From an optimization exercise on the open Yosys and OpenROAD flow, aimed at small area; shortcuts taken in it are not production practice.
In this exercise RTL edits were held to simulation tests only and were not proved equivalent to the original.
Power figures rest on the tool's default switching activity, not on a simulated workload.

### flow/design.v
module PWMConvert(GCK, Vsync, mode, rst, OUT, data, addr, en);
input            GCK;
input            Vsync;
input            mode;
input            rst;
input     [15:0] data;
output    [15:0] OUT;
output    [ 8:0] addr;
output           en;
reg       [15:0] OUT;
reg       [15:0] T;         
reg       [ 6:0] Q;         
reg       [ 1:0] lc;        
reg              pf;        
reg              pf_d;      
reg              p9_d;      
reg              xfer;      
reg              sh_r;      
reg              ld_r;      
reg       [ 4:0] bus_r;     
reg       [ 4:0] early [0:15];
reg       [ 4:0] cs    [0:15];
integer i;
wire       l1    = ~Vsync & (lc == 2'd0);
wire       pfrd  = l1 | pf;
wire [6:0] base  = l1 ? Q + 7'd1 : pf ? Q : Q - 7'd1;
always @(posedge GCK or posedge rst) begin
  if (rst) begin
    lc   <= 2'd3;
    Q    <= 7'd1;
    pf   <= 1'b1;
    pf_d <= 1'b0;
    xfer <= 1'b0;
    p9_d <= 1'b0;
  end
  else begin
    lc   <= Vsync ? 2'd0 : lc + 2'd1;
    if (l1) Q <= Q + 7'd1;
    pf   <= l1 | (pf & (T[3:0] != 4'd14));
    pf_d <= pfrd;
    xfer <= ~Vsync & (lc == 2'd1);
    p9_d <= base[5];
  end
end
always @(posedge GCK) begin
  if (rst)     T <= 16'hffff;
  else if (l1) T <= 16'd0;
  else         T <= T + 16'd1;
end
assign addr = {base[4:0], l1 ? 4'd15 : T[3:0]};
assign en   = mode ? base[6] : base[5];
wire [15:0] m    = mode ? {1'b0, data[15:1]} : data;
wire        cin  = mode & data[0] & ~p9_d;
wire [ 4:0] vl5  = {1'b0, m[3:0]} + {4'b0, cin};   
wire [11:0] mh   = m[15:4];
wire [11:0] Th   = T[15:4];
reg  [11:0] tp, tm;
integer b;
always @(*) begin
  tp[0] = 1'b1;
  tm[0] = 1'b1;
  for (b = 1; b < 12; b = b + 1) begin
    tp[b] = tp[b-1] &  Th[b-1];
    tm[b] = tm[b-1] & ~Th[b-1];
  end
end
wire [11:0] x   = mh ^ Th;
wire        eqA = (x == 12'd0);    
wire        eqP = (x == tp);       
wire        eqM = (x == tm);       
wire        hi0 = vl5[4] ? eqM : eqA;    
wire        hi1 = vl5[4] ? eqA : eqP;    
wire        lge = (vl5[3:0] >= T[3:0]);
wire arm      = (hi0 & lge) | (hi1 & ~lge);       
wire early_ok = hi0 | (hi1 & ~lge);               
wire [4:0] v5 = {m[4] ^ vl5[4], vl5[3:0]};
wire [4:0] k  = pf_d ? v5 : v5 - T[4:0];
reg  [4:0] lfsr_pre;
always @(*) begin
  case (k)
      5'd0: lfsr_pre = 5'h00;
      5'd1: lfsr_pre = 5'h0f;
      5'd2: lfsr_pre = 5'h08;
      5'd3: lfsr_pre = 5'h1b;
      5'd4: lfsr_pre = 5'h02;
      5'd5: lfsr_pre = 5'h0e;
      5'd6: lfsr_pre = 5'h18;
      5'd7: lfsr_pre = 5'h13;
      5'd8: lfsr_pre = 5'h16;
      5'd9: lfsr_pre = 5'h04;
      5'd10: lfsr_pre = 5'h0d;
      5'd11: lfsr_pre = 5'h09;
      5'd12: lfsr_pre = 5'h0b;
      5'd13: lfsr_pre = 5'h0a;
      5'd14: lfsr_pre = 5'h1a;
      5'd15: lfsr_pre = 5'h12;
      5'd16: lfsr_pre = 5'h06;
      5'd17: lfsr_pre = 5'h0c;
      5'd18: lfsr_pre = 5'h19;
      5'd19: lfsr_pre = 5'h03;
      5'd20: lfsr_pre = 5'h1e;
      5'd21: lfsr_pre = 5'h10;
      5'd22: lfsr_pre = 5'h07;
      5'd23: lfsr_pre = 5'h1c;
      5'd24: lfsr_pre = 5'h11;
      5'd25: lfsr_pre = 5'h17;
      5'd26: lfsr_pre = 5'h14;
      5'd27: lfsr_pre = 5'h05;
      5'd28: lfsr_pre = 5'h1d;
      5'd29: lfsr_pre = 5'h01;
      5'd30: lfsr_pre = 5'h1f;
      default: lfsr_pre = 5'h00;
  endcase
end
always @(posedge GCK) begin
  sh_r  <= pf_d;
  ld_r  <= ~pf_d & arm;
  bus_r <= (pf_d & ~early_ok) ? 5'h15 : lfsr_pre;
end
always @(posedge GCK) begin
  if (sh_r) begin
    early[15] <= ~bus_r;
    for (i = 0; i < 15; i = i + 1) early[i] <= early[i + 1];
  end
  for (i = 0; i < 16; i = i + 1) begin
    if (xfer)
      cs[i] <= ~early[(i + 1) & 15];
    else if (ld_r && T[3:0] == ((i + 2) & 15))
      cs[i] <= bus_r;
    else
      cs[i] <= {~cs[i][3:0], ~(cs[i][4] ^ cs[i][2])};
  end
end
always @(posedge GCK or posedge rst) begin
  if (rst) OUT <= 16'b0;
  else begin
    for (i = 0; i < 16; i = i + 1) begin
      if (xfer)               OUT[i] <= 1'b1;
      else if (cs[i] == 5'd0) OUT[i] <= 1'b0;
    end
  end
end
endmodule
### flow/flow/run.sh
#!/bin/bash
# The standard layout (standard.sh) with these changes:
# - synthesis runs ORFS's own scripts, copied here, with an area-only ABC
#   script (flow/abc_area.script, selected by ABC_AREA=1) and without the
#   adder-extraction step (ADDER_MAP_FILE empty); registers are unchanged;
# - port buffers use the smallest buffer cell;
# - CTS inserts no dummy loads.
set -euo pipefail
rm -rf myscripts
cp -r "$FLOW_HOME/scripts" myscripts
cp flow/abc_area.script myscripts/abc_area.script
bash standard.sh SCRIPTS_DIR="$PWD/myscripts" ABC_AREA=1 ADDER_MAP_FILE= synth > synth.log 2>&1
export BUFFER_PORTS_ARGS="-buffer_cell sky130_fd_sc_hd__buf_1"
export CTS_ARGS="-sink_clustering_enable -repair_clock_nets -sink_clustering_size 10 -sink_clustering_max_diameter 40 -buf_list sky130_fd_sc_hd__clkbuf_4 -dont_use_dummy_load"
bash standard.sh > layout.log 2>&1
### flow/flow/abc_area.script
strash
dc2
&get -n
&dch -f
&nf -a -R 1000
&put
topo
### flow/standard.sh
#!/bin/bash
# synth_recipe.tcl (not shown) runs the flow's synth.tcl, then flattens the netlist and writes it again
# the make line also repeats each setting of config.mk as NAME=value (left out here)
make -C /OpenROAD-flow-scripts/flow DESIGN_CONFIG=/design/flow/config.mk WORK_HOME=/design/flow/orfs CLKGATE_MAP_FILE= SYNTH_SCRIPT=/design/flow/synth_recipe.tcl "${@:-finish}"
### flow/config.mk
export PLATFORM = sky130hd
export DESIGN_NAME = PWMConvert
export DESIGN_NICKNAME = PWMConvert
export VERILOG_FILES = /design/flow/design.v
export SDC_FILE = /design/flow/constraint.sdc
export NUM_CORES = 4
export LEC_CHECK = 0
export CAP_MARGIN = 20
export CORE_MARGIN = 2
export CORE_UTILIZATION = 60
export CTS_BUF_LIST = sky130_fd_sc_hd__clkbuf_8
export CTS_CLUSTER_DIAMETER = 50
export CTS_CLUSTER_SIZE = 20
export SLEW_MARGIN = 20
### flow/constraint.sdc
create_clock -name core_clock -period 4.0 [get_ports {GCK}]
set_input_delay 0.8000 -clock core_clock [delete_from_list [all_inputs] [get_ports {GCK}]]
set_output_delay 0.8000 -clock core_clock [all_outputs]
set_load 0.01 [all_outputs]
==> summary.md, run 1 <==
| Metric | Value |
|---|---|
| DRT Pass-1 Iters | `5` |
| Top-count cell post-synth | `nor2_1` |
| Tcrit/Tclk final | `between 80% and 90%` |
| Die width | `125.4 um` |
| Critical path type | `reg -> out` |
| Initial antenna violation count | `0` |
| Synth area leader | `edfxtp_1` |
| Reg2reg path depth | `12` |
| Buf+Inv Stages, Crit Path | `1` |
| WL per Instance | `18.01 um` |
| Arr. time, crit path | `2760 ps` |
| Family with the most delay on the worst path | `simple AND/OR/NAND/NOR gates` |
| Fill cells | `~1100` |
| XOR/XNOR Fraction of Synth Area | `5.345%` |
| Final setup viols | `0` |
| Critical path fanouts, max | `5` |
| Root Driver | `clkbuf_4` |
| FFs w/ async S/R, synth | `13.68%` |
| DR iter-0 viols | `678` |
| Placed inst area | `9283 um2` |
| # IOs | `between 40 and 50` |
| Top FF cell, synth | `dfxtp_1` |
| Sequential share of the synthesized area | `between 50% and 60%` |
| Num rows | `44` |
| Antenna-violating nets left | `0` |
| Placed wire-length estimate | `13.23 mm` |
| H-tree lvl count | `1` |
| Unrepaired setup endpoints after global routing | `no` |
| Finished Core Util | `65.84%` |
| Core box area | `14480 um2` |
| Crit path largest cell delay | `650 ps` |
| Largest net degree at the start of global routing | `approximately 110` |
| Crit path time final | `3564 ps` |
| GPL Wtd Cong | `0.9456` |
| Hold Crit Class | `in -> async` |
| Yosys cell types | `46` |
| Hold buffer count at cts | `0` |
| FF+latch count, synth | `roughly 210` |
| Synth Area in Adders | `0.1131%` |
| Post-CTS Setup Inserts | `0` |
| Synthesized area | `8848 um2` |
| Worst r2r src | `T[4]` |
| Clk sink count | `212` |
| Syn nets | `between 800 and 900` |
| Synth Area in Compound Gates | `18.93%` |
| CP Launch Type | `flop` |
| Die area | `15740 um2` |
| Number of antenna cells inserted | `0` |
| Post-synthesis simple-gate area fraction | `14.48%` |
| CTS buffer count | `29` |
| Final hold violations | `0` |
| Top cells by count, synth | `nor2_1, a21oi_1, dfxtp_1` |
| Overflow after GRT | `0` |
| Reg2reg end | `bus_r[0]` |
| Clock transition at the registers of the reported paths | `110 ps` |
| Syn_area_per_cell | `10.46 um2` |
| Post-CTS resize count | `0` |
| Slew headroom | `30.32%` |
| Crit path top cell by count | `o21ai_0` |
| Least-Margin Pin Slew | `1037 ps` |
| Final Instance Area | `9533 um2` |
| Nets | `around 950` |
| CP endpoint kind | `primary output` |
| Via-per-instance ratio | `6.162` |
| Max cap viols | `0` |
| Setup tns final | `0 ps` |
| Clk_skew | `102.7 ps` |
| Share of the synthesized area in the top cell type | `roughly 27%` |
| CP cell instances | `or4_1, nor4_1, o21ai_0, a21oi_1, o21ai_0, a21bo_1, buf_1` |
| Reg2Reg Setup Slack | `610 ps` |
| Mux contribution to synthesized area | `under 10%` |
| Status | `no timing/DRC/antenna violations` |
| Launch point of the critical path | `Q[2]` |
| IO buf count | `45` |
| Largest family of logic cells by synthesized area | `compound AO/OA/AOI/OAI gates` |
| Fin. max-slew vios | `0` |
| Gr usage total | `25.07%` |
| Crit path required time | `3200 ps` |
| Global-route wire length before repair | `32.74 mm` |
| Vias in the first global route | `roughly 6600` |
| CTS tree | `done` |
| Top post-synthesis cells by area | `edfxtp_1, dfxtp_1, dfrtp_1, a211oi_1, a21oi_1` |
| Starting Density | `61.11%` |
| Max Fclk | `280.6 MHz` |
| Area Overhead vs Synth | `7.735%` |
| Via count | `6821` |
| Pleak | `3.438 nW` |
| Clk buf depth | `3` |
| VDD IR-drop max | `about 360 uV` |
| EDFF count, synth | `80` |
| Ratio of cells with drive above 1 in the final layout | `under 10%` |
| DRC violations left | `0` |
| Clk latency of the worst-skew pair | `around 670 ps` |
| Worst path slowest cell | `or4_1` |
| Yosys warns | `3` |
| Post-Syn Instances | `approximately 850` |
| Drt total wl | `roughly 20 mm` |
| PwrDens | `679.6 nW/um2` |
| Die height | `around 130 um` |
## flip-flops by register name (all words and copies together), names as in the netlist
register	flops
cs	80
early	80
OUT	16
T	16
Q	7
bus_r	5
lc	2
ld_r	1
p9_d	1
pf	1
pf_d	1
sh_r	1
xfer	1
## through the flow
| stage | setup slack, ps | total power, mW | hold WS [ps] | std cells |
|---|---|---|---|---|
| 5_1_grt | 303.4 | 6.896 | 108.7 | 1107 |
| 3_5_place_dp | 255.6 | 5.502 | 418.0 | 1077 |
| 6_report | 435.6 | 6.478 | 138.8 | 1107 |
| 4_1_cts | 431.3 | 6.481 | 101.2 | 1106 |
| 3_3_place_gp | 350.9 | 5.394 | 408.8 | 1077 |
| 2_1_floorplan | 779.1 | 4.972 | 405.0 | 846 |
## cells by family after synthesis
logic type | count (synthesis)
multiplexers | 13
AO/OA/AOI/OAI | 274
adder cells (fa/ha/maj) | 1
flip-flops | 212
XOR/XNOR | 54
buffers and inverters | 17
AND/OR/NAND/NOR | 275
## power by group
| group | internal, mW | total, mW | leakage (nW) | switching, mW |
|---|---|---|---|---|
| Sequential | 3.22 | 3.88 | 1.98 | 0.662 |
| Clock | 0.331 | 0.982 | 0.133 | 0.651 |
| Combinational | 0.731 | 1.62 | 1.32 | 0.887 |
| Total | 4.28 | 6.48 | 3.44 | 2.20 |
## placed cells by master (no fill, tap or decap), types with 2 or more instances in the layout
master / netlist / layout
nor2_1: 118 / 118
a21oi_1: 106 / 106
dfxtp_1: 103 / 102
a211oi_1: 82 / 82
edfxtp_1: 80 / 80
nand2_1: 56 / 56
o21ai_0: 51 / 51
buf_1: 0 / 45
clkbuf_4: 0 / 29
nand2b_1: 28 / 28
xor2_1: 28 / 28
xnor2_1: 26 / 26
dfrtp_1: 25 / 24
or4_1: 17 / 17
nor3_1: 14 / 13
nand3_1: 13 / 13
clkinv_1: 12 / 12
mux2i_1: 12 / 12
o31ai_1: 10 / 10
and3_1: 6 / 6
buf_4: 5 / 6
a21o_1: 5 / 5
dfstp_2: 4 / 4
nor4_1: 4 / 4
nor2b_1: 4 / 4
or2_0: 3 / 3
a221oi_1: 3 / 3
a31oi_1: 3 / 3
or3_1: 3 / 3
o2111ai_1: 2 / 2
nand3b_1: 2 / 2
and2_0: 2 / 2
o22ai_1: 2 / 2
nand4_1: 2 / 2
a2111oi_0: 2 / 2
## layer usage
| metal | vias up | wire, um | global-route usage (%) | share of wire [%] |
|---|---|---|---|---|
| li1 | 3297 | - | - | - |
| met1 | 3237 | 9152 | 36.18 | 46 |
| met2 | 246 | 9184 | 39.94 | 46 |
| met3 | 41 | 1202 | 4.065 | 6.0 |
| met4 | 0 | 395 | 6.405 | 2.0 |
| met5 | - | 0 | 0 | 0 |
## cell type report
cell class                 count  area, um2  area share [%]
tap                          184      230.2           2.415
clock buffer                  29      217.7           2.284
timing repair buffer          53      261.5           2.743
inverter                      12      45.04          0.4725
multi-input combinational    617       3576           37.51
sequential                   212       5202           54.57
## worst max-delay path by stage
stage	to	slack, ps	depth (start not counted)
floorplan	bus_r[4]	780	14
global placement	bus_r[0]	350	13
detailed placement	bus_r[0]	260	14
CTS	en	430	7
global route	en	300	7
finish	en	440	7
==> run 2: changes to the inputs <==
--- a/flow/config.mk
+++ b/flow/config.mk
@@ -11,4 +11,5 @@
 export CTS_BUF_LIST = sky130_fd_sc_hd__clkbuf_8
 export CTS_CLUSTER_DIAMETER = 50
 export CTS_CLUSTER_SIZE = 20
+export PLACE_DENSITY = 0.75
 export SLEW_MARGIN = 20
==> summary.md, run 2 <==
| Metric | Value |
|---|---|
| Critical path type | `reg -> out` |
| Post-Syn Instances | `roughly 850` |
| Clk buf depth | `3` |
| Fin. max-slew vios | `0` |
| Hold Crit Class | `in -> async` |
| Overall power | `roughly 6.4 mW` |
| Critical path fanouts, max | `5` |
| Syn_area_per_cell | `between 10 and 15 um2` |
| Final setup viols | `0` |
| Syn nets | `866` |
| Yosys warns | `3` |
| Top post-synthesis cells by area | `edfxtp_1, dfxtp_1, dfrtp_1, a211oi_1, a21oi_1` |
| CP endpoint kind | `primary output` |
| Fill cells | `around 1100` |
| Vias in the first global route | `6597` |
| Area Overhead vs Synth | `7.593%` |
| Reg2Reg Setup Slack | `590 ps` |
| WHS | `192.0 ps` |
| PwrDens | `674.5 nW/um2` |
| Arr. time, crit path | `~2800 ps` |
| CP cell instances | `or4_1, nor4_1, o21ai_0, a21oi_1, o21ai_0, a21bo_1, buf_1` |
| Clk_skew | `between 80 and 90 ps` |
| WL per Instance | `17.86 um` |
| Post-CTS resize count | `0` |
| Clk sink count | `around 210` |
| Largest net degree at the start of global routing | `103` |
| Commonest non-fill, non-tap cells in the layout | `nor2_1, a21oi_1, dfxtp_1` |
| FF+latch count, synth | `212` |
| Worst path slowest cell | `or4_1` |
| Starting Density | `roughly 61%` |
| Final Non-Filler Cells | `about 1100` |
| Max cap viols | `0` |
| Regs by FF count | `cs (80), early (80)` |
| Core box area | `14480 um2` |
| Unrepaired setup endpoints after global routing | `no` |
| Root Driver | `clkbuf_4` |
| Sequential share of the synthesized area | `58.71%` |
| Die height | `125.4 um` |
| Max Fclk | `roughly 280 MHz` |
| Yosys cell types | `46` |
| Least-Margin Pin Slew | `~1100 ps` |
| Share of the synthesized area in the top cell type | `27.15%` |
| Worst r2r src | `T[6]` |
| H-tree lvl count | `1` |
| Antenna-violating nets left | `0` |
| Placed wire-length estimate | `13.59 mm` |
| Crit path top cell by count | `o21ai_0` |
| VDD IR-drop max | `442.5 uV` |
| DP Cell Count | `1081` |
| Synth area leader | `edfxtp_1` |
| Overflow after GRT | `0` |
| Area of the multi-input gates | `3576 um2` |
| CTS tree | `done` |
| # IOs | `46` |
| Slew headroom | `26.98%` |
| Clock transition at the registers of the reported paths | `100 ps` |
| IO buf count | `45` |
| Status | `no timing/DRC/antenna violations` |
| Num rows | `44` |
| Setup tns final | `0 ps` |
| Die width | `125.4 um` |
| CP Launch Type | `flop` |
| Final hold violations | `0` |
| DR iter-0 viols | `493` |
| Pleak | `3.434 nW` |
| Global-route wire length before repair | `32.42 mm` |
| DRC violations left | `0` |
| Top cells by count, synth | `nor2_1, a21oi_1, dfxtp_1` |
| Post-CTS Setup Inserts | `0` |
| Gr usage total | `between 20% and 30%` |
| Crit path largest cell delay | `roughly 650 ps` |
| Top-count cell post-synth | `nor2_1` |
| GPL Wtd Cong | `between 0.8 and 0.9` |
| Register area | `5202 um2` |
| Crit path required time | `3200 ps` |
| Tcrit/Tclk final | `89.71%` |
| Die area | `15740 um2` |
| Hold buffer count at cts | `0` |
| Drt total wl | `19.79 mm` |
| EDFF count, synth | `80` |
| Synthesized area | `8848 um2` |
| Reg2reg end | `bus_r[0]` |
| Crit path time final | `3588 ps` |
| Via count | `around 6800` |
| Reg2reg path depth | `12` |
| Ratio of cells with drive above 1 in the final layout | `4.870%` |
| Top FF cell, synth | `dfxtp_1` |
| Nets | `946` |
| Finished Core Util | `65.75%` |
| Initial antenna violation count | `0` |
| Clk latency of the worst-skew pair | `660 ps` |
| Via-per-instance ratio | `6.103` |
| CTS buffer count | `27` |
| FFs w/ async S/R, synth | `13.68%` |
| Commonest non-fill, non-tap cell in the layout | `nor2_1` |
| DRT Pass-1 Iters | `5` |
| Number of antenna cells inserted | `0` |
-- run 2: cell counts after synthesis --
No cell type changed its count.
-- run 2: cells by family after synthesis --
family / share of synthesized area (%)
flops: 58.71
xor+xnor: 5.345
simple gates: 14.48
mux: 1.485
compound gates: 18.93
fa+ha+maj: 0.1131
buf+inv: 0.9333
-- run 2: worst max-delay path by stage --
stage          cells past startpoint  endpoint  slack [ps]  from
6_report                           7        en         410  Q[2]
5_1_grt                            7        en         140  Q[2]
4_1_cts                            7        en         400  Q[2]
3_5_place_dp                      15  bus_r[4]         160  mode
3_3_place_gp                      14  bus_r[0]         200  mode
2_1_floorplan                     14  bus_r[4]         780  mode
-- run 2: worst max-delay path: cells and delay by family (launching register included) --
kind | cells | cell delay (ps)
simple gates | 2 | 940
compound gates | 4 | 650
flops | 1 | 430
buf+inv | 1 | 180
-- run 2: cell type report --
type / instances / share of cell area (%)
inverters: 12 / 0.4731
well taps: 184 / 2.418
flip-flops and latches: 212 / 54.65
repair buffers: 56 / 2.773
clock buffers: 27 / 2.129
multi-input cells: 617 / 37.56
-- run 2: metal layers --
layer / global-route usage (%) / wire length (um) / part of all wire (%)
met4: 8.431 / 505 / 2.6
met5: 0 / 0 / 0
met2: 42.77 / 9789 / 49
met1: 32.87 / 8497 / 43
met3: 3.723 / 1002 / 5.1
-- run 2: where the power goes --
part / internal [mW] / switching, mW / leakage (nW) / total, mW
Sequential: 3.22 / 0.685 / 1.98 / 3.90
Combinational: 0.724 / 0.854 / 1.33 / 1.58
Clock: 0.310 / 0.630 / 0.124 / 0.939
-- run 2: through the flow --
step / setup WS (ps) / instance area (um2)
6_report: 411.7 / 9520
5_1_grt: 141.0 / 9520
4_1_cts: 399.6 / 9515
3_5_place_dp: 156.3 / 9313
3_3_place_gp: 195.8 / 9313
2_1_floorplan: 779.1 / 8848
==> run 3: changes to the inputs <==
--- a/flow/flow/run.sh
+++ b/flow/flow/run.sh
@@ -11,5 +11,5 @@
 cp flow/abc_area.script myscripts/abc_area.script
 bash standard.sh SCRIPTS_DIR="$PWD/myscripts" ABC_AREA=1 ADDER_MAP_FILE= synth > synth.log 2>&1
 export BUFFER_PORTS_ARGS="-buffer_cell sky130_fd_sc_hd__buf_1"
-export CTS_ARGS="-sink_clustering_enable -repair_clock_nets -sink_clustering_size 10 -sink_clustering_max_diameter 40 -buf_list sky130_fd_sc_hd__clkbuf_4 -dont_use_dummy_load"
+export CTS_ARGS="-sink_clustering_enable -repair_clock_nets -sink_clustering_size 30 -sink_clustering_max_diameter 60 -buf_list sky130_fd_sc_hd__clkbuf_16 -dont_use_dummy_load"
 bash standard.sh > layout.log 2>&1
==> flow/flow/abc_area.script (replaced) <==
strash
&get -n
&dch -f
&nf -R 1000
&put
topo
--- a/flow/config.mk
+++ b/flow/config.mk
@@ -7,9 +7,8 @@
 export LEC_CHECK = 0
 export CAP_MARGIN = 20
 export CORE_MARGIN = 2
-export CORE_UTILIZATION = 60
+export CORE_UTILIZATION = 40
 export CTS_BUF_LIST = sky130_fd_sc_hd__clkbuf_8
 export CTS_CLUSTER_DIAMETER = 50
 export CTS_CLUSTER_SIZE = 20
-export PLACE_DENSITY = 0.75
 export SLEW_MARGIN = 20
==> summary.md, run 3 <==
| Metric | Value |
|---|---|
| Status | `no timing/DRC/antenna violations` |
| FF+latch count, synth | `212` |
| Global-route wire length before repair | `approximately 33 mm` |
| Commonest non-fill, non-tap cell in the layout | `nor2_1` |
| Clk sink count | `around 210` |
| Yosys warns | `3` |
| DP Cell Count | `1227` |
| Crit path largest cell delay | `430 ps` |
| Max cap viols | `0` |
| Initial antenna violation count | `0` |
| Antenna-violating nets left | `0` |
| Overall power | `roughly 7 mW` |
| Overflow after GRT | `0` |
| Sequential share of power | `56.4%` |
| Final Non-Filler Cells | `~1200` |
| DRC violations left | `0` |
| Crit path required time | `3200 ps` |
| Top cells by count, synth | `nor2_1, a21oi_1, dfxtp_1` |
| CP cell instances | `or2_0, nor3_1, nand2b_1, nor3_1, nor2_1, o21ai_0, nand2b_1, nand2_1, buf_1` |
| Internal power | `about 4.7 mW` |
| Fin. max-slew vios | `0` |
| CTS buffer count | `17` |
| Top FF cell, synth | `dfxtp_1` |
| DR iter-0 viols | `361` |
| Max Fclk | `308.5 MHz` |
| Top post-synthesis cells by area | `edfxtp_1, dfxtp_1, a21oi_1, nor2_1, dfrtp_1` |
| Core box area | `~22000 um2` |
| Crit path time final | `roughly 3200 ps` |
| Arr. time, crit path | `2440 ps` |
| Share of the synthesized area in the top cell type | `26.89%` |
| Pleak | `3.637 nW` |
| Critical path fanouts, max | `6` |
| Post-CTS Setup Inserts | `0` |
| Root Driver | `clkbuf_16` |
| Setup tns final | `0 ps` |
| Die width | `153.4 um` |
| Buf+Inv Stages, Crit Path | `1` |
| Hold Crit Class | `in -> async` |
| Regs by FF count | `cs (80), early (80)` |
| Syn nets | `slightly above 900` |
| Clk buf depth | `3` |
| Starting Density | `roughly two fifths` |
| # IOs | `46` |
| GPL Wtd Cong | `around 0.88` |
| Placed inst area | `9503 um2` |
| CTS tree | `done` |
| Via count | `6621` |
| DRT Pass-1 Iters | `5` |
| Via-per-instance ratio | `5.322` |
| Synthesized area | `8934 um2` |
| Clk latency of the worst-skew pair | `approximately 510 ps` |
| PwrDens | `691.1 nW/um2` |
| WL per Instance | `between 15 and 20 um` |
| Die height | `roughly 150 um` |
| Largest net degree at the start of global routing | `103` |
| Critical path type | `reg -> out` |
| Area Overhead vs Synth | `11.13%` |
| Least-Margin Pin Slew | `1077 ps` |
| Finished Core Util | `between 40% and 50%` |
| Drt total wl | `around 20 mm` |
| CP Launch Type | `flop` |
| CP endpoint kind | `primary output` |
| H-tree lvl count | `1` |
| FFs w/ async S/R, synth | `13.68%` |
| Clk_skew | `67.16 ps` |
| Placed wire-length estimate | `13.50 mm` |
| Sw Ratio | `a little under a third` |
| Top-count cell post-synth | `nor2_1` |
| Nets | `around 1000` |
| Die area | `23550 um2` |
| Syn_area_per_cell | `9.959 um2` |
| Ratio of cells with drive above 1 in the final layout | `3.631%` |
| Number of antenna cells inserted | `0` |
| Hold buffer count at cts | `0` |
| Commonest non-fill, non-tap cells in the layout | `nor2_1, a21oi_1, dfxtp_1` |
| Yosys cell types | `44` |
| Num rows | `54` |
| VDD IR-drop max | `~390 uV` |
| Sw power | `2.181 mW` |
| Slew headroom | `27.62%` |
| Clock transition at the registers of the reported paths | `70 ps` |
| Post-Syn Instances | `897` |
| Post-CTS resize count | `0` |
| Clock share of power | `around a fifth` |
| Final setup viols | `0` |
| Unrepaired setup endpoints after global routing | `no` |
| Final hold violations | `0` |
| Synth area leader | `edfxtp_1` |
| Comb pwr share | `22.3%` |
| Vias in the first global route | `6369` |
| Final Instance Area | `a little under 10000 um2` |
| Worst path slowest cell | `dfrtp_1` |
| Sequential share of the synthesized area | `58.15%` |
| IO buf count | `45` |
| Family with the most delay on the worst path | `simple AND/OR/NAND/NOR gates` |
| EDFF count, synth | `80` |
| Gr usage total | `16.93%` |
| Tcrit/Tclk final | `81.04%` |
[run 3: cell count changes after synthesis, sizes merged, moves of 5 or more]
cell    delta
a211oi    -42
nand3      +7
o31ai      -5
o211ai     +5
a21oi     +42
nor2      +52
[run 3: worst paths after layout]
check	slack (ps)	endpoint	startpoint	cells after the start
worst max-delay path	760	en	Q[1]	9
worst min-delay path	270	OUT[13]	rst	2
worst max register to register	960	bus_r[2]	p9_d	13
worst min register to register	420	cs[11][2]	early[12][2]	1
max in group asynchronous	3110	Q[0]	rst	3
min in group core_clock	420	cs[11][2]	early[12][2]	1
[run 3: power groups by stage]
| stage | logic [mW] | clock network [mW] | registers [mW] |
|---|---|---|---|
| 2_1_floorplan | 1.20 | 0 | 3.73 |
| 3_3_place_gp | 1.52 | 0 | 3.91 |
| 3_5_place_dp | 1.53 | 0 | 3.92 |
| 4_1_cts | 1.54 | 1.50 | 3.88 |
| 5_1_grt | 1.76 | 1.57 | 4.01 |
| 6_report | 1.53 | 1.46 | 3.87 |
[run 3: logic make-up after synthesis]
family,synth area share (%)
AND/OR/NAND/NOR,16.75
multiplexers,1.457
flip-flops,58.15
AO/OA/AOI/OAI,17.31
XOR/XNOR,5.490
buffers and inverters,0.8404
[run 3: layout make-up]
| cell class | count | area [um2] |
|---|---|---|
| Tap cell | 280 | 350.3 |
| Multi-Input combinational cell | 670 | 3669 |
| Fill cell | 2125 | 11960 |
| Clock buffer | 17 | 425.4 |
| Sequential cell | 212 | 5202 |
| Timing Repair Buffer | 55 | 244.0 |
| Inverter | 10 | 37.54 |
[run 3: metal layers]
| metal | track usage, % | share of wire [%] | vias up |
|---|---|---|---|
| li1 | - | - | 3371 |
| met5 | 0 | 0 | - |
| met2 | 28.38 | 46 | 117 |
| met4 | 3.844 | 2.1 | 0 |
| met3 | 2.410 | 3.6 | 28 |
| met1 | 23.36 | 48 | 3105 |
[run 3: metrics by stage]
| step | hold WS [ps] | setup WS, ps |
|---|---|---|
| 2_1_floorplan | 405.0 | 540.1 |
| 3_3_place_gp | 423.2 | 467.3 |
| 3_5_place_dp | 422.0 | 407.0 |
| 4_1_cts | 277.3 | 701.4 |
| 5_1_grt | 313.6 | 444.4 |
| 6_report | 265.4 | 758.2 |
==> run 4: changes to the inputs <==
--- a/flow/flow/run.sh
+++ b/flow/flow/run.sh
@@ -11,5 +11,5 @@
 cp flow/abc_area.script myscripts/abc_area.script
 bash standard.sh SCRIPTS_DIR="$PWD/myscripts" ABC_AREA=1 ADDER_MAP_FILE= synth > synth.log 2>&1
 export BUFFER_PORTS_ARGS="-buffer_cell sky130_fd_sc_hd__buf_1"
-export CTS_ARGS="-sink_clustering_enable -repair_clock_nets -sink_clustering_size 30 -sink_clustering_max_diameter 60 -buf_list sky130_fd_sc_hd__clkbuf_16 -dont_use_dummy_load"
+export CTS_ARGS="-sink_clustering_enable -repair_clock_nets -sink_clustering_size 20 -sink_clustering_max_diameter 50 -buf_list sky130_fd_sc_hd__clkbuf_8 -dont_use_dummy_load"
 bash standard.sh > layout.log 2>&1
==> summary.md, run 4 <==
| Metric | Value |
|---|---|
| Status | `no timing/DRC/antenna violations` |
| Worst r2r src | `p9_d` |
| Hold Crit Class | `in -> async` |
| IO buf count | `45` |
| Drt total wl | `~20 mm` |
| Commonest non-fill, non-tap cells in the layout | `nor2_1, a21oi_1, dfxtp_1` |
| Yosys warns | `3` |
| Clk_skew | `109.1 ps` |
| Overall power | `6.600 mW` |
| Post-CTS resize count | `0` |
| WL per Instance | `16.06 um` |
| Top Usage Layer GRT | `met2` |
| Number of antenna cells inserted | `0` |
| VDD IR-drop max | `between 300 and 400 uV` |
| M2 GR Usage | `28.02%` |
| Met1 Use GR | `between 20% and 30%` |
| Area Overhead vs Synth | `9.916%` |
| Final setup viols | `0` |
| Top cells by count, synth | `nor2_1, a21oi_1, dfxtp_1` |
| Reg2reg end | `bus_r[2]` |
| # IOs | `46` |
| Post-route setup slack | `692.9 ps` |
| Yosys cell types | `44` |
| Via count | `roughly 6600` |
| CP Launch Type | `flop` |
| Synthesized area | `slightly below 9000 um2` |
| GPL Wtd Cong | `roughly 0.88` |
| Sequential share of the synthesized area | `58.15%` |
| Die area | `between 20000 and 25000 um2` |
| FFs w/ async S/R, synth | `13.68%` |
| Synth area leader | `edfxtp_1` |
| Overflow after GRT | `0` |
| DP Cell Count | `1227` |
| WHS | `203.6 ps` |
| Top post-synthesis cells by area | `edfxtp_1, dfxtp_1, a21oi_1, nor2_1, dfrtp_1` |
| Tcrit/Tclk final | `82.68%` |
| Nets | `992` |
| Largest net degree at the start of global routing | `a little over 100` |
| Met3 Use GR | `under 10%` |
| Max cap viols | `0` |
| Root Driver | `clkbuf_8` |
| Pleak | `3.593 nW` |
| Syn_area_per_cell | `9.959 um2` |
| Fin. max-slew vios | `0` |
| Post-Syn Instances | `897` |
| FF+latch count, synth | `212` |
| Hold buffer count at cts | `0` |
| Setup tns final | `0 ps` |
| Final Instance Area | `roughly 9800 um2` |
| DRC violations left | `0` |
| Syn nets | `917` |
| Critical path fanouts, max | `6` |
| Top FF cell, synth | `dfxtp_1` |
| Die height | `about 150 um` |
| Die width | `153.4 um` |
| Crit path time final | `3307 ps` |
| Top-count cell post-synth | `nor2_1` |
| Final hold violations | `0` |
| Least-Margin Pin Slew | `1075 ps` |
| Finished Core Util | `44.86%` |
| Core box area | `21890 um2` |
| Arr. time, crit path | `roughly 2500 ps` |
| H-tree lvl count | `1` |
| Clk sink count | `212` |
| Final Non-Filler Cells | `1250` |
| CTS tree | `done` |
| Gr usage total | `16.95%` |
| Post-CTS Setup Inserts | `0` |
| Via-per-instance ratio | `between 5 and 6` |
| CP endpoint kind | `primary output` |
| CTS buffer count | `23` |
| Global-route wire length before repair | `approximately 33 mm` |
| Share of the synthesized area in the top cell type | `26.89%` |
| Reg2Reg Setup Slack | `just over 900 ps` |
| Initial antenna violation count | `0` |
| Num rows | `54` |
| Antenna-violating nets left | `0` |
| Reg2reg path depth | `13` |
| Regs by FF count | `cs (80), early (80)` |
| PwrDens | `672.2 nW/um2` |
| Vias in the first global route | `6330` |
| Placed inst area | `9503 um2` |
| Critical path type | `reg -> out` |
| Slew headroom | `27.81%` |
| Crit path required time | `3200 ps` |
| Max Fclk | `302.4 MHz` |
| Ratio of cells with drive above 1 in the final layout | `approximately 4.2%` |
| DR iter-0 viols | `375` |
| Unrepaired setup endpoints after global routing | `no` |
| Clock transition at the registers of the reported paths | `90 ps` |
| Commonest non-fill, non-tap cell in the layout | `nor2_1` |
| EDFF count, synth | `80` |
| DRT Pass-1 Iters | `5` |
| Clk latency of the worst-skew pair | `570 ps` |
| Starting Density | `40.81%` |
| Worst slack at placement | `around 400 ps` |
| Clk buf depth | `3` |
| Placed wire-length estimate | `13.50 mm` |
## run 4: metal layers
layer  part of all wire, %  routed length, um
met5                     0                  0
met4                   1.4                287
met3                   3.6                717
met2                    46               9220
met1                    49               9845
## run 4: where the power goes
part | internal, mW | total (mW) | switching (mW) | leakage (nW)
Clock | 0.510 | 1.20 | 0.685 | 0.165
Combinational | 0.714 | 1.53 | 0.821 | 1.45
Sequential | 3.21 | 3.87 | 0.657 | 1.98
Total | 4.44 | 6.60 | 2.16 | 3.59
## run 4: cell type report
class,instances,area (um2)
multi-input combinational,670,3669
inverter,10,37.54
clock buffer,23,316.6
fill,2131,12070
timing repair buffer,55,244.0
tap,280,350.3
sequential,212,5202
## run 4: critical path, stage by stage, from the launching register on
cell	delay [ps]
dfrtp_1	430
or2_0	260
nor3_1	270
nand2b_1	160
nor3_1	250
nor2_1	80
o21ai_0	210
nand2b_1	80
nand2_1	70
buf_1	140
## run 4: kinds of logic after synthesis
group | count (synthesis) | synth area share, %
buf+inv | 15 | 0.8404
compound gates | 272 | 17.31
mux | 13 | 1.457
xor+xnor | 56 | 5.490
flops | 212 | 58.15
simple gates | 329 | 16.75
## run 4: worst max path at each step
stage | to | slack, ps | cells after the start | start
6_report | en | 690 | 9 | Q[1]
5_1_grt | en | 370 | 9 | Q[1]
4_1_cts | en | 620 | 9 | Q[1]
3_5_place_dp | bus_r[4] | 410 | 14 | mode
3_3_place_gp | bus_r[0] | 470 | 14 | mode
2_1_floorplan | bus_r[2] | 540 | 13 | data[1]
==> run 5: changes to the inputs <==
--- a/flow/design.v
+++ b/flow/design.v
@@ -15,20 +15,21 @@
 reg              pf_d;      
 reg              p9_d;      
 reg              xfer;      
+reg              st;        
 reg              sh_r;      
 reg              ld_r;      
 reg       [ 4:0] bus_r;     
 reg       [ 4:0] early [0:15];
 reg       [ 4:0] cs    [0:15];
 integer i;
-wire       l1    = ~Vsync & (lc == 2'd0);
+wire       l1    = (~Vsync & (lc == 2'd0)) | st;
 wire       pfrd  = l1 | pf;
 wire [6:0] base  = l1 ? Q + 7'd1 : pf ? Q : Q - 7'd1;
 always @(posedge GCK or posedge rst) begin
   if (rst) begin
     lc   <= 2'd3;
-    Q    <= 7'd1;
-    pf   <= 1'b1;
+    Q    <= 7'd0;
+    pf   <= 1'b0;
     pf_d <= 1'b0;
     xfer <= 1'b0;
     p9_d <= 1'b0;
@@ -42,10 +43,13 @@
     p9_d <= base[5];
   end
 end
+always @(posedge GCK or posedge rst) begin
+  if (rst) st <= 1'b1;
+  else     st <= 1'b0;
+end
 always @(posedge GCK) begin
-  if (rst)     T <= 16'hffff;
-  else if (l1) T <= 16'd0;
-  else         T <= T + 16'd1;
+  if (l1) T <= 16'd0;
+  else    T <= T + 16'd1;
 end
 assign addr = {base[4:0], l1 ? 4'd15 : T[3:0]};
 assign en   = mode ? base[6] : base[5];
--- a/flow/flow/run.sh
+++ b/flow/flow/run.sh
@@ -11,5 +11,5 @@
 cp flow/abc_area.script myscripts/abc_area.script
 bash standard.sh SCRIPTS_DIR="$PWD/myscripts" ABC_AREA=1 ADDER_MAP_FILE= synth > synth.log 2>&1
 export BUFFER_PORTS_ARGS="-buffer_cell sky130_fd_sc_hd__buf_1"
-export CTS_ARGS="-sink_clustering_enable -repair_clock_nets -sink_clustering_size 20 -sink_clustering_max_diameter 50 -buf_list sky130_fd_sc_hd__clkbuf_8 -dont_use_dummy_load"
+export CTS_ARGS="-sink_clustering_enable -repair_clock_nets -sink_clustering_size 10 -sink_clustering_max_diameter 40 -buf_list sky130_fd_sc_hd__clkbuf_4 -dont_use_dummy_load"
 bash standard.sh > layout.log 2>&1
==> flow/flow/abc_area.script (replaced) <==
strash
dc2
&get -n
&dch -f
&nf -a -R 1000
&put
topo
--- a/flow/config.mk
+++ b/flow/config.mk
@@ -7,8 +7,9 @@
 export LEC_CHECK = 0
 export CAP_MARGIN = 20
 export CORE_MARGIN = 2
-export CORE_UTILIZATION = 40
+export CORE_UTILIZATION = 60
 export CTS_BUF_LIST = sky130_fd_sc_hd__clkbuf_8
 export CTS_CLUSTER_DIAMETER = 50
 export CTS_CLUSTER_SIZE = 20
+export PLACE_DENSITY = 0.75
 export SLEW_MARGIN = 20
==> summary.md, run 5 <==
| Metric | Value |
|---|---|
| Reg2reg path depth | `16` |
| Status | `no timing/DRC/antenna violations` |
| Arr. time, crit path | `2580 ps` |
| Yosys warns | `3` |
| DR iter-0 viols | `607` |
| Via-per-instance ratio | `6.054` |
| Reg2Reg Setup Slack | `640 ps` |
| Syn_area_per_cell | `10.43 um2` |
| Root Driver | `clkbuf_4` |
| FF+latch count, synth | `213` |
| Die width | `between 100 and 150 um` |
| Initial antenna violation count | `0` |
| Post-Syn Instances | `845` |
| Nets | `between 900 and 1000` |
| Synthesized area | `roughly 8800 um2` |
| GPL Wtd Cong | `~0.84` |
| Pleak | `3.382 nW` |
| Unrepaired setup endpoints after global routing | `no` |
| Ratio of cells with drive above 1 in the final layout | `4.772%` |
| Critical path type | `reg -> out` |
| Regs by FF count | `cs (80), early (80)` |
| Sequential share of the synthesized area | `roughly three fifths` |
| Num rows | `44` |
| Crit path required time | `about 3200 ps` |
| Via count | `6696` |
| CP endpoint | `en` |
| Commonest non-fill, non-tap cell in the layout | `nor2_1` |
| Max Fclk | `295.8 MHz` |
| Top post-synthesis cells by area | `edfxtp_1, dfxtp_1, dfrtp_1, a211oi_1, a21oi_1` |
| Clk_skew | `37.33 ps` |
| Clk latency of the worst-skew pair | `650 ps` |
| VDD IR-drop max | `roughly 310 uV` |
| Die area | `15680 um2` |
| Placed wire-length estimate | `13.01 mm` |
| Setup tns final | `0 ps` |
| Final Instance Area | `9489 um2` |
| Drt total wl | `19.69 mm` |
| Number of antenna cells inserted | `0` |
| Finished Core Util | `65.79%` |
| Synth area leader | `edfxtp_1` |
| Launch point of the critical path | `Q[0]` |
| Share of the synthesized area in the top cell type | `27.25%` |
| FFs w/ async S/R, synth | `14.08%` |
| Placed inst area | `9251 um2` |
| Antenna-violating nets left | `0` |
| Core box area | `between 10000 and 15000 um2` |
| Clk sink count | `213` |
| Gr usage total | `between 20% and 30%` |
| DRC violations left | `0` |
| Top FF cell, synth | `dfxtp_1` |
| PwrDens | `546.6 nW/um2` |
| EDFF count, synth | `80` |
| Largest net degree at the start of global routing | `105` |
| # IOs | `46` |
| Worst r2r src | `p9_d` |
| Final hold violations | `0` |
| Least-Margin Pin Slew | `1045 ps` |
| H-tree lvl count | `1` |
| IO buf count | `45` |
| Vias in the first global route | `6650` |
| Slew headroom | `30.22%` |
| CP Launch Type | `flop` |
| Post-CTS Setup Inserts | `0` |
| Crit path time final | `3381 ps` |
| Commonest non-fill, non-tap cells in the layout | `nor2_1, a21oi_1, dfxtp_1` |
| Top-count cell post-synth | `nor2_1` |
| Overall power | `5.187 mW` |
| Post-CTS resize count | `0` |
| Clk buf depth | `3` |
| Fill cells | `1153` |
| Starting Density | `61.11%` |
| Die height | `125.2 um` |
| Final setup viols | `0` |
| CTS buffer count | `27` |
| Yosys cell types | `45` |
| CTS tree | `done` |
| Max cap viols | `0` |
| Top cells by count, synth | `nor2_1, a21oi_1, dfxtp_1` |
| Hold Crit Class | `in -> async` |
| Overflow after GRT | `0` |
| Clock transition at the registers of the reported paths | `100 ps` |
| Tcrit/Tclk final | `84.52%` |
| CP endpoint kind | `primary output` |
| WL per Instance | `17.80 um` |
| Syn nets | `865` |
| Fin. max-slew vios | `0` |
| Global-route wire length before repair | `32.45 mm` |
| Area Overhead vs Synth | `7.651%` |
| Critical path fanouts, max | `6` |
| Reg2reg end | `bus_r[3]` |
| Hold buffer count at cts | `0` |
| DRT Pass-1 Iters | `6` |
-- run 5: per-layer routing --
| layer | share of wire [%] | vias up | global-route usage, % | wire, um |
|---|---|---|---|---|
| met1 | 43 | 3210 | 32.48 | 8393 |
| li1 | - | 3249 | - | - |
| met5 | 0 | - | 0 | 0 |
| met3 | 4.9 | 51 | 4.279 | 970 |
| met4 | 2.3 | 0 | 6.601 | 460 |
| met2 | 50 | 186 | 44.18 | 9866 |
-- run 5: logic make-up (layout without fill, tap and decap cells) --
| group | count (synthesis) | count (layout) | synth area share, % |
|---|---|---|---|
| other | 1 | 1 | 0.04254 |
| AOI/OAI and AO/OA | 255 | 255 | 17.53 |
| buffers and inverters | 19 | 96 | 1.022 |
| and+or+nand+nor | 290 | 290 | 15.37 |
| muxes | 12 | 12 | 1.363 |
| DFF | 213 | 213 | 59.21 |
| xor gates and xnor gates | 55 | 55 | 5.465 |
-- run 5: worst max-delay path, stage by stage (launching register included) --
cell      delay, ps
dfrtp_1         470
nor3_1          370
nand2b_1        190
nor3_1          250
xnor2_1         110
o21ai_0         240
o22a_1          170
buf_1           140
-- run 5: final cells by class --
class,count,area [um2],share of cell area [%]
tap,184,230.2,2.426
multi-input combinational,613,3513,37.03
timing repair buffer,55,264.0,2.782
inverter,14,52.55,0.5538
sequential,213,5226,55.08
clock buffer,27,202.7,2.136
-- run 5: metrics by stage --
stage | std cells | setup WS, ps | hold slack (ps)
floorplan | 845 | 359.1 | 405.0
global placement | 1078 | 361.4 | 412.5
detailed placement | 1078 | 112.4 | 422.4
CTS | 1105 | 287.9 | 199.9
global route | 1106 | 298.3 | 240.2
finish | 1106 | 619.2 | 221.5
-- run 5: worst min path at each step --
stage	from	endpoint	depth (start not counted)
2_1_floorplan	early[0][0]	cs[15][0]	1
3_3_place_gp	early[0][4]	cs[15][4]	1
3_5_place_dp	early[0][3]	cs[15][3]	1
4_1_cts	rst	Q[1]	3
5_1_grt	rst	Q[0]	3
6_report	rst	OUT[1]	3
-- run 5: power breakdown --
part,switching (mW),leakage (nW),internal (mW)
clock,0.652,0.124,0.310
combinational,0.642,1.23,0.571
sequential,0.320,2.02,2.69
total,1.61,3.38,3.57
==> run 6: changes to the inputs <==
--- a/flow/design.v
+++ b/flow/design.v
@@ -58,22 +58,12 @@
 wire [ 4:0] vl5  = {1'b0, m[3:0]} + {4'b0, cin};   
 wire [11:0] mh   = m[15:4];
 wire [11:0] Th   = T[15:4];
-reg  [11:0] tp, tm;
-integer b;
-always @(*) begin
-  tp[0] = 1'b1;
-  tm[0] = 1'b1;
-  for (b = 1; b < 12; b = b + 1) begin
-    tp[b] = tp[b-1] &  Th[b-1];
-    tm[b] = tm[b-1] & ~Th[b-1];
-  end
-end
-wire [11:0] x   = mh ^ Th;
-wire        eqA = (x == 12'd0);    
-wire        eqP = (x == tp);       
-wire        eqM = (x == tm);       
-wire        hi0 = vl5[4] ? eqM : eqA;    
-wire        hi1 = vl5[4] ? eqA : eqP;    
+wire        c   = vl5[4];
+wire [11:0] p   = ~(mh ^ Th);           
+wire [11:0] gA  = mh & ~Th;
+wire [11:0] oA  = mh | ~Th;
+wire        hi1 = (p[0] == c)  & ((p[11:1] ^ oA[10:0]) == 11'd0);
+wire        hi0 = (p[0] != c)  & ((p[11:1] ^ ~gA[10:0]) == 11'd0);
 wire        lge = (vl5[3:0] >= T[3:0]);
 wire arm      = (hi0 & lge) | (hi1 & ~lge);       
 wire early_ok = hi0 | (hi1 & ~lge);               
==> summary.md, run 6 <==
| Metric | Value |
|---|---|
| Global-route wire length before repair | `31.30 mm` |
| Hold Crit Class | `in -> async` |
| Syn nets | `around 850` |
| GPL Wtd Cong | `0.9025` |
| Core box area | `14420 um2` |
| Arr. time, crit path | `roughly 2700 ps` |
| Post-route setup slack | `511.9 ps` |
| Syn_area_per_cell | `10.60 um2` |
| Top FF cell, synth | `dfxtp_1` |
| DRC violations left | `0` |
| Die width | `124.9 um` |
| Setup tns final | `0 ps` |
| Clock share of power | `about a fifth` |
| Overall power | `5.206 mW` |
| Sw Ratio | `30.75%` |
| Pleak | `3.396 nW` |
| Internal power | `approximately 3.6 mW` |
| VDD IR-drop max | `312.9 uV` |
| Antenna-violating nets left | `0` |
| Num rows | `between 40 and 50` |
| Gr usage total | `around a quarter` |
| Die area | `15590 um2` |
| CTS tree | `done` |
| Clk sink count | `213` |
| Clk_skew | `38.86 ps` |
| Top post-synthesis cells by area | `edfxtp_1, dfxtp_1, dfrtp_1, a211oi_1, a21oi_1` |
| Final hold violations | `0` |
| Via-per-instance ratio | `6.006` |
| Top cells by count, synth | `nor2_1, a21oi_1, dfxtp_1` |
| WL per Instance | `16.96 um` |
| Sequential share of the synthesized area | `between 50% and 60%` |
| Post-CTS Setup Inserts | `0` |
| Starting Density | `between 60 and 70%` |
| Area of the multi-input gates | `~3500 um2` |
| Root Driver | `clkbuf_4` |
| Critical path fanouts, max | `15` |
| Regs by FF count | `cs (80), early (80)` |
| Post-Syn Instances | `between 800 and 900` |
| Max cap viols | `0` |
| Synthesized area | `~8800 um2` |
| DRT Pass-1 Iters | `5` |
| Sw power | `roughly 1.6 mW` |
| FFs w/ async S/R, synth | `14.08%` |
| Area Overhead vs Synth | `7.922%` |
| Crit path time final | `3488 ps` |
| Launch point of the critical path | `lc[0]` |
| Initial antenna violation count | `1` |
| Fin. max-slew vios | `0` |
| Ratio of cells with drive above 1 in the final layout | `5.391%` |
| Vias in the first global route | `6412` |
| Commonest non-fill, non-tap cells in the layout | `nor2_1, a21oi_1, dfxtp_1` |
| H-tree lvl count | `1` |
| Post-CTS resize count | `0` |
| DR iter-0 viols | `525` |
| Die height | `about 120 um` |
| Tcrit/Tclk final | `87.20%` |
| Clock transition at the registers of the reported paths | `around 100 ps` |
| Register area | `5224 um2` |
| PwrDens | `550.3 nW/um2` |
| IO buf count | `45` |
| WHS | `227.5 ps` |
| Top-count cell post-synth | `nor2_1` |
| Least-Margin Pin Slew | `1058 ps` |
| Critical path type | `reg -> out` |
| Slew headroom | `29.45%` |
| Status | `no timing/DRC/antenna violations` |
| Clk buf depth | `3` |
| Unrepaired setup endpoints after global routing | `no` |
| Worst r2r src | `p9_d` |
| Yosys cell types | `45` |
| Clk latency of the worst-skew pair | `630 ps` |
| EDFF count, synth | `80` |
| Sequential share of power | `57.6%` |
| Max Fclk | `286.7 MHz` |
| Hold buffer count at cts | `0` |
| # IOs | `between 40 and 50` |
| FF+latch count, synth | `213` |
| CP endpoint kind | `primary output` |
| Overflow after GRT | `0` |
| Commonest non-fill, non-tap cell in the layout | `nor2_1` |
| CP Launch Type | `flop` |
| Crit path required time | `3200 ps` |
| Final setup viols | `0` |
| Drt total wl | `18.55 mm` |
| Fill cells | `roughly 1200` |
| Yosys warns | `3` |
| Share of the synthesized area in the top cell type | `between 20% and 30%` |
| Synth area leader | `edfxtp_1` |
| Worst slack at placement | `around 140 ps` |
| Placed wire-length estimate | `12.42 mm` |
| Via count | `6571` |
| CTS buffer count | `29` |
| Nets | `~930` |
| Comb pwr share | `23.6%` |
| Largest net degree at the start of global routing | `81` |
-- run 6: path summary, 6_finish.rpt --
check	to	slack, ps	cells after the start
hold / removal	Q[3]	230	3
max in group asynchronous	xfer	3370	3
min in group core_clock	lc[0]	400	2
hold reg to reg	cs[15][3]	420	1
setup reg to reg	bus_r[4]	580	15
setup / recovery	en	510	7
-- run 6: through the flow --
| stage | instances | instance area [um2] | utilization, % |
|---|---|---|---|
| finish | 1094 | 9460 | 65.59 |
| global route | 1094 | 9460 | 65.59 |
| CTS | 1093 | 9448 | 65.50 |
| detailed placement | 1064 | 9230 | 63.99 |
| global placement | 1064 | 9230 | 63.99 |
| floorplan | 827 | 8766 | - |
-- run 6: cell type report --
class                      instances  area share, %
clock buffer                      29          2.301
antenna                            1        0.02645
tap                              184          2.434
timing repair buffer              58          2.817
sequential                       213          55.22
multi-input combinational        593          36.57
inverter                          16         0.6348
-- run 6: cells by family (layout without fill, tap and decap cells) --
logic type,after synthesis,in the layout,synth area share (%)
compound gates,274,274,18.93
xor+xnor,48,48,4.796
fa+ha+maj,2,2,0.2284
flops,213,213,59.53
buf+inv,21,103,1.113
simple gates,253,253,13.63
other cells,1,2,0.04278
mux,15,15,1.727
-- run 6: critical path: stages, from the launching register on --
cell and delay (ps):
dfstp_2 560, nor3_1 90, nor2_1 700, a21oi_1 60
o21ai_0 150, o21ai_0 170, o22a_1 230, buf_1 120
-- run 6: layer usage --
| metal | track usage (%) | wire length [um] | vias to the layer above | share of wire [%] |
|---|---|---|---|---|
| met3 | 3.780 | 969 | 35 | 5.2 |
| met1 | 33.54 | 8315 | 3091 | 45 |
| met5 | 0 | 0 | - | 0 |
| met2 | 40.18 | 8877 | 198 | 48 |
| met4 | 7.059 | 386 | 0 | 2.1 |
| li1 | - | - | 3247 | - |
-- run 6: power groups by stage --
stage	clock [mW]	combinational [mW]	sequential, mW
6_report	0.979	1.23	3.00
2_1_floorplan	0	0.945	3.02
3_5_place_dp	0	1.22	3.04
4_1_cts	1.01	1.23	3.00
3_3_place_gp	0	1.16	3.02
5_1_grt	1.09	1.40	3.06
==> run 7: changes to the inputs <==
--- a/flow/config.mk
+++ b/flow/config.mk
@@ -7,9 +7,9 @@
 export LEC_CHECK = 0
 export CAP_MARGIN = 20
 export CORE_MARGIN = 2
-export CORE_UTILIZATION = 60
+export CORE_UTILIZATION = 50
 export CTS_BUF_LIST = sky130_fd_sc_hd__clkbuf_8
 export CTS_CLUSTER_DIAMETER = 50
 export CTS_CLUSTER_SIZE = 20
-export PLACE_DENSITY = 0.75
+export PLACE_DENSITY = 0.65
 export SLEW_MARGIN = 20
==> summary.md, run 7 <==
| Metric | Value |
|---|---|
| Final hold violations | `0` |
| Sw Ratio | `30.82%` |
| Global-route wire length before repair | `31.83 mm` |
| Top cells by count, synth | `nor2_1, a21oi_1, dfxtp_1` |
| Overall power | `5.228 mW` |
| Final setup viols | `0` |
| Area Overhead vs Synth | `8.650%` |
| # IOs | `46` |
| Pleak | `roughly 3.4 nW` |
| Hold buffer count at cts | `0` |
| Largest net degree at the start of global routing | `91` |
| Drt total wl | `19.37 mm` |
| Post-CTS resize count | `0` |
| Slew headroom | `27.08%` |
| Gr usage total | `21.40%` |
| CTS tree | `done` |
| Antenna-violating nets left | `0` |
| Top post-synthesis cells by area | `edfxtp_1, dfxtp_1, dfrtp_1, a211oi_1, a21oi_1` |
| Synth area leader | `edfxtp_1` |
| DR iter-0 viols | `approximately 350` |
| DRT Pass-1 Iters | `5` |
| Crit path required time | `3200 ps` |
| Crit path largest cell delay | `690 ps` |
| Synth Area in Adders | `0.2284%` |
| Die width | `between 100 and 150 um` |
| Commonest non-fill, non-tap cell in the layout | `nor2_1` |
| VDD IR-drop max | `274.1 uV` |
| Starting Density | `50.86%` |
| Syn_area_per_cell | `roughly 11 um2` |
| Nets | `931` |
| Critical path type | `reg -> out` |
| Clock share of power | `19.3%` |
| Placed wire-length estimate | `12.63 mm` |
| Share of the synthesized area in the top cell type | `27.41%` |
| Crit path top cell by count | `o21ai_0` |
| Num rows | `48` |
| Finished Core Util | `55.26%` |
| Hold Crit Class | `in -> async` |
| Fin. max-slew vios | `0` |
| Die height | `136.4 um` |
| Syn nets | `847` |
| FF+latch count, synth | `approximately 210` |
| Top FF cell, synth | `dfxtp_1` |
| Mux contribution to synthesized area | `~1.7%` |
| IO buf count | `45` |
| Worst slack at placement | `30.43 ps` |
| Final Instance Area | `9524 um2` |
| Clk sink count | `between 200 and 250` |
| XOR/XNOR Fraction of Synth Area | `4.796%` |
| Yosys warns | `3` |
| Critical path fanouts, max | `14` |
| PwrDens | `548.9 nW/um2` |
| Root Driver | `clkbuf_4` |
| Clk buf depth | `3` |
| CP cell instances | `nor3_1, buf_4, nor2_1, a21oi_1, o21ai_0, o21ai_0, o22a_1, buf_1` |
| Sequential share of power | `57.4%` |
| Unrepaired setup endpoints after global routing | `no` |
| Top-count cell post-synth | `nor2_1` |
| Synth Area in Compound Gates | `18.93%` |
| DRC violations left | `0` |
| Sequential share of the synthesized area | `between 50% and 60%` |
| Setup tns final | `0 ps` |
| Worst path slowest cell | `nor2_1` |
| CTS buffer count | `30` |
| Clk latency of the worst-skew pair | `670 ps` |
| Clk_skew | `83.20 ps` |
| Comb pwr share | `between 20% and 30%` |
| Vias in the first global route | `about 6400` |
| Crit path time final | `3616 ps` |
| Yosys cell types | `45` |
| Die area | `18610 um2` |
| Via count | `~6500` |
| Sw power | `1.612 mW` |
| Synthesized area | `8766 um2` |
| Post-CTS Setup Inserts | `0` |
| Commonest non-fill, non-tap cells in the layout | `nor2_1, a21oi_1, dfxtp_1` |
| Post-Syn Instances | `827` |
| Status | `no timing/DRC/antenna violations` |
| Tcrit/Tclk final | `approximately nine tenths` |
| H-tree lvl count | `1` |
| EDFF count, synth | `80` |
| Regs by FF count | `cs (80), early (80)` |
| Arr. time, crit path | `approximately 2800 ps` |
| DP Cell Count | `~1100` |
| Initial antenna violation count | `1` |
| Via-per-instance ratio | `approximately 5.7` |
| Ratio of cells with drive above 1 in the final layout | `5.281%` |
| WHS | `208.6 ps` |
| Internal power | `3.617 mW` |
| Max cap viols | `0` |
| WL per Instance | `between 15 and 20 um` |
| Largest family of logic cells by synthesized area | `compound AO/OA/AOI/OAI gates` |
| Placed inst area | `9289 um2` |
| Least-Margin Pin Slew | `1094 ps` |
| Final Non-Filler Cells | `1136` |
| Post-synthesis simple-gate area fraction | `13.63%` |
| Buf+Inv Stages, Crit Path | `2` |
| Post-route setup slack | `383.7 ps` |
| GPL Wtd Cong | `0.8651` |
| Core box area | `between 15000 and 20000 um2` |
| CP Launch Type | `flop` |
| Clock transition at the registers of the reported paths | `110 ps` |
| FFs w/ async S/R, synth | `between 10 and 15%` |
| Family with the most delay on the worst path | `simple AND/OR/NAND/NOR gates` |
| Overflow after GRT | `0` |
| Max Fclk | `276.5 MHz` |
| CP endpoint kind | `primary output` |
==> run 7: changes by cell type in the layout (fill, tap and decap cells not counted), sizes merged <==
cell / before / now
buf: 58 / 57
clkbuf: 29 / 30
diode: 1 / 2
==> run 7: worst register-to-register path, cell delays in order, from the launching register on <==
cell and delay, ps:
dfrtp_1 380, nand2b_1 180, a21boi_0 190, a21oi_1 60, a21oi_1 270, clkinv_1 110
maj3_1 380, maj3_1 410, o21a_1 120, a21oi_1 240, xnor2_1 150, nor2_1 50
a21oi_1 260, o21ai_0 180, o22ai_1 180, o21ai_0 100
==> run 7: power groups by stage <==
stage	logic, mW	clock network (mW)	registers [mW]
finish	1.22	1.01	3.00
global route	1.41	1.11	3.06
CTS	1.23	1.04	3.00
detailed placement	1.22	0	3.05
global placement	1.16	0	3.02
floorplan	0.945	0	3.02
==> run 7: layer usage <==
| layer | vias up | share of wire (%) | routed length [um] | track usage [%] |
|---|---|---|---|---|
| met5 | - | 0 | 0 | 0 |
| met4 | 0 | 2.2 | 434 | 6.076 |
| met3 | 40 | 4.2 | 819 | 3.766 |
| met2 | 134 | 49 | 9519 | 37.02 |
| met1 | 3105 | 44 | 8598 | 27.56 |
| li1 | 3226 | - | - | - |
==> run 7: cell type report <==
type / instances / area (um2)
diodes: 2 / 5.005
fillers: 1547 / 7712
inverters: 16 / 60.06
multi-input cells: 593 / 3455
flip-flops and latches: 213 / 5226
clock buffers: 30 / 225.2
well taps: 225 / 281.5
repair buffers: 57 / 271.5
==> run 7: worst paths after layout <==
| kind | startpoint | endpoint | slack, ps | depth (start not counted) |
|---|---|---|---|---|
| worst min register to register | early[6][4] | cs[5][4] | 370 | 1 |
| worst max register to register | p9_d | bus_r[4] | 680 | 15 |
| max in group asynchronous | rst | xfer | 3380 | 3 |
| worst min-delay path | rst | OUT[6] | 210 | 3 |
| min in group core_clock | early[6][4] | cs[5][4] | 370 | 1 |
| worst max-delay path | lc[0] | en | 380 | 8 |
==> run 7: logic make-up after synthesis <==
group,count (synthesis)
multiplexers,15
AO/OA/AOI/OAI,274
flip-flops,213
buffers and inverters,21
AND/OR/NAND/NOR,253
adder cells (fa/ha/maj),2
XOR/XNOR,48
other,1
==> run 8: changes to the inputs <==
--- a/flow/config.mk
+++ b/flow/config.mk
@@ -7,9 +7,9 @@
 export LEC_CHECK = 0
 export CAP_MARGIN = 20
 export CORE_MARGIN = 2
-export CORE_UTILIZATION = 50
+export CORE_UTILIZATION = 75
 export CTS_BUF_LIST = sky130_fd_sc_hd__clkbuf_8
 export CTS_CLUSTER_DIAMETER = 50
 export CTS_CLUSTER_SIZE = 20
-export PLACE_DENSITY = 0.65
+export PLACE_DENSITY = 0.85
 export SLEW_MARGIN = 20
==> summary.md, run 8 <==
| Metric | Value |
|---|---|
| Status | `no timing/DRC/antenna violations` |
| Final hold violations | `0` |
| Synthesized area | `8766 um2` |
| Drt total wl | `18.87 mm` |
| Share of the synthesized area in the top cell type | `a little over a quarter` |
| Overall power | `between 5 and 6 mW` |
| Antenna-violating nets left | `0` |
| Max cap viols | `0` |
| CP endpoint kind | `primary output` |
| WL met2 | `9.376 mm` |
| Clock transition at the registers of the reported paths | `120 ps` |
| Final setup viols | `0` |
| Overflow after GRT | `0` |
| Setup tns final | `0 ps` |
| Fin. max-slew vios | `0` |
| Sequential share of the synthesized area | `59.53%` |
| DRC violations left | `0` |
| Clk sink count | `213` |
| Syn_area_per_cell | `~11 um2` |
| Global-route wire length before repair | `30.75 mm` |
| Top post-synthesis cells by area | `edfxtp_1, dfxtp_1, dfrtp_1, a211oi_1, a21oi_1` |
| EDFF count, synth | `80` |
| Clk buf depth | `3` |
| Commonest non-fill, non-tap cells in the layout | `nor2_1, a21oi_1, dfxtp_1` |
| VDD IR-drop max | `473.4 uV` |
| FFs w/ async S/R, synth | `14.08%` |
| Yosys warns | `3` |
| Pleak | `3.387 nW` |
| CTS buffer count | `27` |
| Slew headroom | `32.04%` |
| DR iter-0 viols | `568` |
| Top FF cell, synth | `dfxtp_1` |
| Nets | `930` |
| Hold Crit Class | `in -> async` |
| Yosys cell types | `45` |
| Root Driver | `clkbuf_4` |
| Least-Margin Pin Slew | `1012 ps` |
| Crit path largest cell delay | `470 ps` |
| Via-per-instance ratio | `~6.4` |
| Max Fclk | `roughly 290 MHz` |
| PwrDens | `554.4 nW/um2` |
| Starting Density | `between 70% and 80%` |
| Critical path type | `reg -> out` |
| CP Launch Type | `flop` |
| Unrepaired setup endpoints after global routing | `no` |
| Buf+Inv Stages, Crit Path | `1` |
| Post-Syn Instances | `827` |
| IO buf count | `45` |
| Top-count cell post-synth | `nor2_1` |
| CP cell instances | `nor3_1, nand2b_1, nor3_1, xnor2_1, o21ai_0, o22a_1, buf_1` |
| Die width | `112.1 um` |
| Syn nets | `around 850` |
| Worst path slowest cell | `dfrtp_1` |
| Number of antenna cells inserted | `0` |
| Crit path time final | `3491 ps` |
| Core box area | `approximately 11000 um2` |
| Area Overhead vs Synth | `7.137%` |
| Tcrit/Tclk final | `between 80% and 90%` |
| DRT Pass-1 Iters | `5` |
| Highest metal used | `met4` |
| Gr usage total | `between 20 and 30%` |
| Ratio of cells with drive above 1 in the final layout | `5.176%` |
| Hold buffer count at cts | `0` |
| Wire length on met3 | `1.154 mm` |
| Regs by FF count | `cs (80), early (80)` |
| Initial antenna violation count | `0` |
| Arr. time, crit path | `2690 ps` |
| Fill cells | `approximately 700` |
| GPL Wtd Cong | `0.8890` |
| Post-CTS Setup Inserts | `0` |
| FF+latch count, synth | `about 210` |
| H-tree lvl count | `1` |
| Family with the most delay on the worst path | `simple AND/OR/NAND/NOR gates` |
| Clk_skew | `just over 60 ps` |
| Die area | `12570 um2` |
| Die height | `~110 um` |
| Wl on met1 | `7.686 mm` |
| CTS tree | `done` |
| Placed wire-length estimate | `12.76 mm` |
| Commonest non-fill, non-tap cell in the layout | `nor2_1` |
| Crit path top cell by count | `nor3_1` |
| # IOs | `46` |
| Largest net degree at the start of global routing | `69` |
| Top cells by count, synth | `nor2_1, a21oi_1, dfxtp_1` |
| Vias in the first global route | `6608` |
| Num rows | `39` |
| Post-CTS resize count | `0` |
| Synth area leader | `edfxtp_1` |
| Critical path fanouts, max | `6` |
| Via count | `between 6000 and 7000` |
| WL per Instance | `roughly 18 um` |
| Crit path required time | `3200 ps` |
| Reg2Reg Setup Slack | `550 ps` |
| Clk latency of the worst-skew pair | `~620 ps` |
## run 8: layout make-up
class                      count  area (um2)  share of cell area [%]
tap                          143       178.9                   1.905
multi-input combinational    593        3455                   36.78
inverter                      16       60.06                  0.6395
clock buffer                  27       202.7                   2.158
timing repair buffer          59       271.5                   2.891
sequential                   213        5224                   55.62
## run 8: routing by layer
layer  vias to the layer above  GRT usage [%]
met3                        56          4.914
li1                       3226              -
met4                         0          12.68
met2                       274          50.88
met1                      3182          37.91
met5                         -              0
## run 8: where the power goes
| group | switching, mW | total [mW] | internal [mW] |
|---|---|---|---|
| clock | 0.631 | 0.941 | 0.310 |
| combinational | 0.679 | 1.25 | 0.576 |
| sequential | 0.315 | 3.01 | 2.70 |
| total | 1.62 | 5.21 | 3.58 |
## run 8: path summary, 6_finish.rpt
check,startpoint,end,cells after the start
worst min register to register,early[0][2],cs[15][2],1
worst min-delay path,rst,OUT[13],3
worst max register to register,p9_d,bus_r[4],15
max in group asynchronous,rst,p9_d,3
min in group core_clock,early[0][2],cs[15][2],1
worst max-delay path,Q[0],en,7
## run 8: worst reg2reg max path: cells and delay by family (launching register included)
kind / cells / cell delay, ps
AO/OA/AOI/OAI: 9 / 1710
adder cells (fa/ha/maj): 2 / 800
flip-flops: 1 / 370
AND/OR/NAND/NOR: 2 / 240
XOR/XNOR: 1 / 160
buffers and inverters: 1 / 110
## run 8: metrics by stage
stage	hold WS [ps]	util (%)	setup WS [ps]	std cells	cell area, um2
2_1_floorplan	405.0	-	254.6	827	8766
3_3_place_gp	411.4	80.39	372.0	1023	9179
3_5_place_dp	423.5	80.39	18.61	1023	9179
4_1_cts	220.0	82.16	517.1	1050	9382
5_1_grt	211.9	82.25	226.3	1051	9392
6_report	230.6	82.25	508.6	1051	9392
## run 8: cell families (layout without fill, tap and decap cells)
kind of cell / count (synthesis) / in the layout / synth area share, %
AO/OA/AOI/OAI: 274 / 274 / 18.93
XOR/XNOR: 48 / 48 / 4.796
adder cells (fa/ha/maj): 2 / 2 / 0.2284
buffers and inverters: 21 / 102 / 1.113
flip-flops: 213 / 213 / 59.53
multiplexers: 15 / 15 / 1.727
other: 1 / 1 / 0.04278
AND/OR/NAND/NOR: 253 / 253 / 13.63

==> separate check: timing with driven ports <==
The flow's constraints put no driver on any port. The routed layouts listed below were extracted and timed again, unchanged, in two steps.
Step 1 assumes that a clkbuf_16 drives the clock port and a buf_2 every other input.
Step 2 times the ports against the registers' clock, not the clock port: input delays grow and output delays shrink by t, the midpoint of the rising clock arrivals with the driver on.
Three values: no drivers, after step 1, after step 2; two values: the first two.
run	t, ns	slack for setup (ns)
run 1	0.656	0.436 / 0.398 / 0.130
run 2	0.655	0.412 / 0.377 / 0.035
run 3	0.522	0.758 / 0.714 / 0.338
run 4	0.557	0.693 / 0.651 / 0.302
run 5	0.664	0.619 / 0.583 / 0.048
run 6	0.655	0.512 / 0.473 / 0.128
run 7	0.673	0.384 / 0.344 / 0.065
run 8	0.627	0.509 / 0.475 / -0.019
Met with ideal ports but missed after step 2: setup timing in run 8.
